This design comes from an exercise in tuning for small area, a short achievable clock period and few clock cycles per item on the open sky130 flow, not from production work.
Only simulation tests tie the RTL to the original design; equivalence was not proved.
Power is estimated from default activity; no workload was simulated.

// ml_accel
module ml_accel(
    input wire clk,
    input wire rst,
    input wire w_en,
    input wire r_en,
    input wire [5:0] addr,
    input wire [31:0] w_data,
    output reg [31:0] r_data,
    output reg done
    );
For scale: roughly 3000 cells after synthesis, about 440 flip-flops, roughly 75 I/O pins.
export LEC_CHECK = 0
export ABC_AREA = 1
export CAP_MARGIN = 20
export CORE_MARGIN = 2
export CORE_UTILIZATION = 55
export CTS_BUF_LIST = sky130_fd_sc_hd__clkbuf_8 sky130_fd_sc_hd__clkbuf_16
export CTS_CLUSTER_DIAMETER = 80
export CTS_CLUSTER_SIZE = 30
export GPL_ROUTABILITY_DRIVEN = 0
export PLACE_DENSITY = 0.7
export SETUP_SLACK_MARGIN = 4.8
export SLEW_MARGIN = 20
export SYNTH_HIERARCHICAL = 1
export SYNTH_MINIMUM_KEEP_SIZE = 0
create_clock -name core_clock -period 10.0 [get_ports {clk}]
standard.sh (not shown) runs the stock make flow with config.mk's settings and CLKGATE_MAP_FILE= SYNTH_SCRIPT=/design/flow/synth_recipe.tcl, a recipe that flattens the netlist after the stock synthesis.
==> flow/flow/run.sh <==
#!/bin/bash
# Standard layout, with two changes to how cells are sized:
#  - the port buffers are buf_2 cells instead of the default (a delay-buffer
#    cell that timing repair cannot resize away);
#  - timing repair may resize a cell to one of a different width.
set -euo pipefail
export BUFFER_PORTS_ARGS="-buffer_cell sky130_fd_sc_hd__buf_2"
bash standard.sh MATCH_CELL_FOOTPRINT=0 finish > standard.log 2>&1
The baseline ran to the end with no violations.
Testbench counts at the start, summed over its fixed seeds: cycles 30,962, items 4,000.
Edit:
--- a/flow/config.mk
+++ b/flow/config.mk
@@ -14,3 +14,2 @@
 export CTS_CLUSTER_SIZE = 30
-export GPL_ROUTABILITY_DRIVEN = 0
 export PLACE_DENSITY = 0.7
@@ -20 +19,2 @@
 export SYNTH_MINIMUM_KEEP_SIZE = 0
+export TNS_END_PERCENT = 10
After rerunning:
- global-route usage rose by 1.1 points
- register-to-register slack got worse by 0.03 ns
- count of clock-buffer cells in the layout is unchanged
- power fell by 1.5%
- critical path depth rose by 1
- final cell count is about the same
- hold slack improved by 0.0030 ns
- first-iteration DRC count fell by 16%
Edit:
--- a/flow/config.mk
+++ b/flow/config.mk
@@ -19,2 +19 @@
 export SYNTH_MINIMUM_KEEP_SIZE = 0
-export TNS_END_PERCENT = 10
After rerunning:
- The new run produced a clean layout
- total power hardly moves
- synthesized cell count does not change
- setup slack is better by 0.056 ns
- clock-buffer cell count is unchanged
- design area barely changes
- routed wire length hardly moves
- via count barely changes
- utilization is about the same
Edit:
--- a/flow/config.mk
+++ b/flow/config.mk
@@ -15,3 +15,3 @@
 export PLACE_DENSITY = 0.7
-export SETUP_SLACK_MARGIN = 4.8
+export SETUP_SLACK_MARGIN = 4.7
 export SLEW_MARGIN = 20
After rerunning: The changed run finished with timing, DRC and antenna clean. Clock skew is about the same. Total power is about the same. Wire length stays flat. Sequential share of layout area rose by 0.11 points. Utilization fell by 0.17 points. Critical path depth stays the same. Via count is about the same. Die area does not change.

========
ml_accel again, from the RTL that the note above started with.
// ml_accel
module ml_accel(
    input wire clk,
    input wire rst,
    input wire w_en,
    input wire r_en,
    input wire [5:0] addr,
    input wire [31:0] w_data,
    output reg [31:0] r_data,
    output reg done
    );
==> flow/config.mk <==
export PLATFORM = sky130hd
export DESIGN_NAME = ml_accel
export DESIGN_NICKNAME = ml_accel
export VERILOG_FILES = /design/flow/design.v
export SDC_FILE = /design/flow/constraint.sdc
export NUM_CORES = 4
export LEC_CHECK = 0
export ABC_AREA = 1
export CAP_MARGIN = 20
export CORE_MARGIN = 2
export CORE_UTILIZATION = 55
export CTS_BUF_LIST = sky130_fd_sc_hd__clkbuf_8 sky130_fd_sc_hd__clkbuf_16
export CTS_CLUSTER_DIAMETER = 80
export CTS_CLUSTER_SIZE = 30
export PLACE_DENSITY = 0.7
export SETUP_SLACK_MARGIN = 5
export SLEW_MARGIN = 20
export SYNTH_HIERARCHICAL = 1
export SYNTH_MINIMUM_KEEP_SIZE = 0
export TNS_END_PERCENT = 10
==> flow/constraint.sdc <==
create_clock -name core_clock -period 10.0 [get_ports {clk}]
set_input_delay 2.0000 -clock core_clock [delete_from_list [all_inputs] [get_ports {clk}]]
set_output_delay 2.0000 -clock core_clock [all_outputs]
set_load 0.01 [all_outputs]
Scripts as last shown in full above: flow/flow/run.sh
Testbench counts at the start, summed over its fixed seeds: cycles 30,962, items 4,000.
Then changed:
Settings changed: CORE_UTILIZATION 55 to 40, PLACE_DENSITY 0.7 to default, SETUP_SLACK_MARGIN 5 to 5.0, TNS_END_PERCENT 10 to default.
=>
- The changed run produced a clean layout
- area after synthesis does not change
- sequential power stays flat
- final area increases by about 2.2%
- clock power decreases by about 3%
- fmax barely changes
- worst setup slack is better by 13 ps
- power decreases by about 0.7%
- count of clock-buffer cells in the layout increases by 2
- wire length increases by about 2.4%
- die area increases by about 37%
- clock skew decreases by 12 ps

========
run A:
Starting RTL as in the previous note.
export LEC_CHECK = 0
export ABC_AREA = 1
export CAP_MARGIN = 5
export CORE_MARGIN = 2
export CORE_UTILIZATION = 55
export CTS_BUF_LIST = sky130_fd_sc_hd__clkbuf_8 sky130_fd_sc_hd__clkbuf_16
export CTS_CLUSTER_DIAMETER = 80
export CTS_CLUSTER_SIZE = 30
export PLACE_DENSITY = 0.7
export SETUP_SLACK_MARGIN = 4.8
export SLEW_MARGIN = 5
export SYNTH_HIERARCHICAL = 1
export SYNTH_MINIMUM_KEEP_SIZE = 0
create_clock -name core_clock -period 10.0 [get_ports {clk}]
Scripts as last shown in full above: flow/flow/run.sh
Testbench counts of run A, summed over its fixed seeds: cycles 30,962, items 4,000.
Relative to run A, the following input files were edited for run B:
- swapping 5 for 20 in CAP_MARGIN
- clearing PLACE_DENSITY, which used to be 0.7
- swapping 4.8 for 4.9 in SETUP_SLACK_MARGIN
- swapping 5 for 20 in SLEW_MARGIN
- swapping 55 for 40 in CORE_UTILIZATION
Comparing run B and run A, final standard cell area without fillers is higher on run B.
Met3 layer wire length in the routed design (run B over run A): decrease, 12%
STATUS worst-case register-to-register setup slack: run B wins against run A
In terms of part of the cycle the worst path needs, run B and run A differ only marginally.
Of the two values seen for cell at the slowest stage of the critical path, nor2_8 was produced by run B and ha_1 by run A.
Post-cts gate resize count: higher on run B
For run C, these inputs were changed with respect to run B:
- SETUP_SLACK_MARGIN changed from 4.9 to 4.5
## What came out
Comparing run C with run B, the total of clock buffers placed in the layout came out essentially unchanged.
The higher largest stage delay on the critical path came out of run C.
Global-route met1 utilization ends up lower on run C.
Run C has less setup slack than run B.
addr[0] as the launching element of the worst setup path was reported by run B, and addr[5] by run C.
Compared with run B, in run C maximum frequency decreased by 4.6% relative to the old numbers; final RePlAce weighted congestion was more or less identical.
Row count of buffers added by post-CTS timing repair for setup: run C lower / run B higher
Compared run C vs run B, and combinational cell power is down in run C.
Run C ended up with fewer standard cells than run B.
### run C -> run D
- SETUP_SLACK_MARGIN now 4.8, was 4.5
- GPL_TIMING_DRIVEN now 0, previously not set
- CORE_UTILIZATION now 55, was 40
- PLACE_DENSITY now 0.7, previously not set
Findings:
[compare] base=run C new=run D: cell area up 380 µm²; number of clock buffer instances in the layout up about 8%; final critical-path share of the clock period down 1.9 points.
Changes in run E relative to run D:
- PLACE_DENSITY: 0.7 -> unset
- CORE_UTILIZATION: 55 -> 40
- GPL_TIMING_DRIVEN: 0 -> unset
==> notes.md <==
From run E to run D, sequential cell count did not move at all. Compared with run D, run E shows a lower detailed-route via count. Clock group share of total power: run E vs run D up 0.3 points. Taking run D as the reference, in run E row count rose 15; sequential share of layout area climbed 0.30 points.

## separate check: timing with driven ports
How much do the figures lean on ideal ports? The routed layouts below were timed once more, with nothing changed but the port constraints. Step 1 (the two cells are an assumption about what drives the block):
set clk [get_ports {clk}]
set_driving_cell -lib_cell sky130_fd_sc_hd__clkbuf_16 $clk
set_driving_cell -lib_cell sky130_fd_sc_hd__buf_2 [delete_from_list [all_inputs] $clk]
Step 2 adds t to the input delays and takes it off the output delays; t is the mean of the earliest and latest rising clock arrival at the registers after step 1. Input paths then give back, and output paths get back, about the clock's delay inside the block. Three values: ideal ports, drivers, drivers and shift; two values: the first two.
run	t, ns	setup WS [ns]	worst hold slack (ns)	worst setup path after step 2	worst register clock-pin slew, ns
the first run of note 1	0.669	4.921 / 4.883 / 4.401	0.470 / 0.470 / 0.470	input to register	0.11 / 0.11
the second run of note 1	0.667	4.858 / 4.831 / 4.432	0.473 / 0.473 / 0.473	input to register	0.11 / 0.11
the third run of note 1	0.665	4.914 / 4.857 / 4.441	0.469 / 0.469 / 0.469	input to register	0.11 / 0.11
the fourth run of note 1	0.664	4.748 / 4.691 / 4.412	0.474 / 0.474 / 0.474	input to register	0.11 / 0.11
the first run of note 2	0.672	4.936 / 4.884 / 4.483	0.470 / 0.470 / 0.470	input to register	0.11 / 0.11
the second run of note 2	0.670	4.948 / 4.910 / 4.575	0.461 / 0.461 / 0.461	input to register	0.11 / 0.11
run A	0.665	4.914 / 4.857 / 4.441	0.469 / 0.469 / 0.469	input to register	0.11 / 0.11
run B	0.682	4.907 / 4.877 / 4.481	0.464 / 0.464 / 0.464	input to register	0.12 / 0.12
run C	0.685	4.661 / 4.640 / 4.320	0.464 / 0.464 / 0.464	input to register	0.11 / 0.11
run D	0.691	4.852 / 4.852 / 4.344	0.475 / 0.475 / 0.475	input to register	0.11 / 0.11
run E	0.685	4.902 / 4.859 / 4.519	0.464 / 0.464 / 0.464	input to register	0.12 / 0.12
After both steps every run listed still meets setup and hold. The setup slack of the first run of note 1, which loses most, moves by -0.038 ns with the drivers and by -0.520 ns with both steps.
